From an optimization exercise on the open Yosys and OpenROAD flow, aimed at small area, a short achievable clock period and few clock cycles per item; shortcuts taken in it are not production practice. Only simulation tests tie the RTL to the original design; equivalence was not proved.

// LCM
module LCM #(
    parameter DATA_WIDTH = 16
)(
    input                       clk,
    input                       rst_n,
    input                       en,
    input  [DATA_WIDTH-1:0]     a,
    input  [DATA_WIDTH-1:0]     b,
    output                      valid,
    output [DATA_WIDTH*2-1:0]   gcd,
    output [DATA_WIDTH*2-1:0]   lcm
);
Size: ~1500 cells after synthesis, about 100 I/O pins, roughly 14000 um2 of cells after synthesis.
clock: 240.0 ns
lec_check: 0
abc_area: 1
cap_margin: 20
core_margin: 2
core_utilization: 40
cts_buf_list: sky130_fd_sc_hd__clkbuf_8
slew_margin: 20
standard.sh (not shown) runs the stock make flow with config.mk's settings and CLKGATE_MAP_FILE= SYNTH_SCRIPT=/design/flow/synth_recipe.tcl, a recipe that flattens the netlist after the stock synthesis.
==> flow/flow/run.sh <==
#!/bin/bash
# Own layout flow: the standard synthesis, then ABC maps the
# combinational logic again for area with a few scripts (registers and
# adder cells untouched) and keeps the smallest result, then the standard
# ORFS flow from floorplan to finish, with buf_1 port buffers.
# Each tool writes its full output to a log file here.
set -euo pipefail
HERE=$(pwd)
R=$HERE/orfs/results/$FLOW_PLATFORM/LCM/base
LIB=$FLOW_HOME/platforms/$FLOW_PLATFORM/lib/sky130_fd_sc_hd__tt_025C_1v80.lib

bash standard.sh synth > log_synth.txt 2>&1
cp "$R/1_2_yosys.v" "$HERE/std_synth.v"

# combinational cells as logic, for ABC to map again
python3 flow/genmap.py "$LIB" comb_map.v > log_genmap.txt 2>&1
DU=$(make -s -C "$FLOW_HOME" DESIGN_CONFIG="$HERE/config.mk" WORK_HOME="$HERE/orfs" print-DONT_USE_CELLS 2>/dev/null | sed -n 's/^DONT_USE_CELLS: //p')
DUARGS=""
for c in $DU; do DUARGS="$DUARGS -dont_use $c"; done

remap() {  # remap SCRIPT: writes remap_SCRIPT.v and remap_SCRIPT.area
  local s=$1
  cat > remap_$s.ys <<E2
read_liberty -lib $LIB
read_verilog $HERE/std_synth.v
hierarchy -top $FLOW_TOP
techmap -map $HERE/comb_map.v
techmap
opt -fast
abc -script $HERE/flow/$s.abc -liberty $LIB $DUARGS -D 240000
opt_clean -purge
hilomap -singleton -hicell sky130_fd_sc_hd__conb_1 HI -locell sky130_fd_sc_hd__conb_1 LO
splitnets
opt_clean -purge
tee -o $HERE/remap_$s.stat stat -liberty $LIB
check -assert -mapped
write_verilog -noattr -nohex -nodec $HERE/remap_$s.v
E2
  if yosys -s remap_$s.ys > log_remap_$s.txt 2>&1; then
    sed -n "s/.*Chip area for module '.$FLOW_TOP': *//p" remap_$s.stat > remap_$s.area
  fi
}
for s in a4 b1 b3 c4 c5; do remap $s & done
wait
best=""; besta=""
for s in a4 b1 b3 c4 c5; do
  [[ -s remap_$s.area ]] || continue
  a=$(cat remap_$s.area)
  if [[ -z "$best" ]] || awk -v a="$a" -v b="$besta" 'BEGIN{exit !(a<b)}'; then best=$s; besta=$a; fi
done
echo "best remap: $best $besta" | tee log_remap_choice.txt
if [[ -n "$best" ]]; then
  cp remap_$best.v "$R/1_2_yosys.v"
  touch "$R/1_2_yosys.v"
fi

export BUFFER_PORTS_ARGS="-buffer_cell sky130_fd_sc_hd__buf_1"
bash standard.sh finish > log_finish.txt 2>&1
Other scripts of this flow, unchanged in this note and not shown: flow/flow/a4.abc, flow/flow/b1.abc, flow/flow/b3.abc, flow/flow/c3.abc, flow/flow/c4.abc, flow/flow/c5.abc, flow/flow/genmap.py
The first run finished clean.
Testbench counts at the start, summed over its fixed seeds: cycles 7,949, items 1,600.
Then changed:
Settings changed: CAP_MARGIN 20 to 5, CORE_UTILIZATION 40 to 60, CTS_CLUSTER_SIZE set to 12, SLEW_MARGIN 20 to 5.
What happened: The changed run completed with no timing, DRC or antenna violations; die area fell by 33%; area after synthesis does not change; worst setup slack is better by 60 ps; fmax is about the same; sequential share of layout area climbs by 0.29 points; utilization went up by 21 points; final area shrinks by 2.1%; clock-buffer cell count does not change.
Then changed:
Settings changed: CAP_MARGIN 5 to 20, CORE_UTILIZATION 60 to 40, CTS_BUF_LIST sky130_fd_sc_hd__clkbuf_8 to unset, CTS_CLUSTER_SIZE 12 to unset, SLEW_MARGIN 5 to 20.
After rerunning:
- The new run passed the timing, design-rule and antenna checks
- routed wire length is higher by 5.7%
- worst hold slack degrades by 19 ps
- worst setup slack loses 9.0 ps
- synthesized cell count does not change
- global-route usage fell by 9.8 points
- core utilization is lower by 20 points
Then changed:
Settings changed: CAP_MARGIN 20 to 5, CORE_UTILIZATION 40 to 60, SLEW_MARGIN 20 to 5.
The changed run finished clean; wire length is lower by 5.2%; global-route usage is higher by 9.8 points; hold slack improves by 14 ps; final area is lower by 2.1%; fmax stays flat; die area is lower by 33%.

afterwards: timing with drivers on the ports:
The flow's constraints put no driver on any port. The routed layouts listed below were extracted and timed again, unchanged, in two steps. Step 1 assumes that a clkbuf_16 drives the clock port and a buf_2 every other input. Step 2 moves the port delays by t, midway between the first and last clock arrival at a register: inputs arrive t later, outputs are due t later. That takes back most of the time a late clock gives input paths. Three values: no drivers, after step 1, after step 2; two values: the first two.
| run | t (ns) | setup WS [ns] | worst hold slack (ns) |
|---|---|---|---|
| the first run | 0.484 | 190.789 / 190.742 / 191.226 | 0.444 / 0.444 / 0.444 |
| the second run | 0.454 | 190.849 / 190.804 / 191.257 | 0.459 / 0.459 / 0.459 |
| the third run | 0.432 | 190.840 / 190.790 / 191.222 | 0.440 / 0.440 / 0.440 |
| the fourth run | 0.414 | 190.920 / 190.868 / 191.282 | 0.454 / 0.454 / 0.454 |
After both steps every run listed still meets setup and hold.
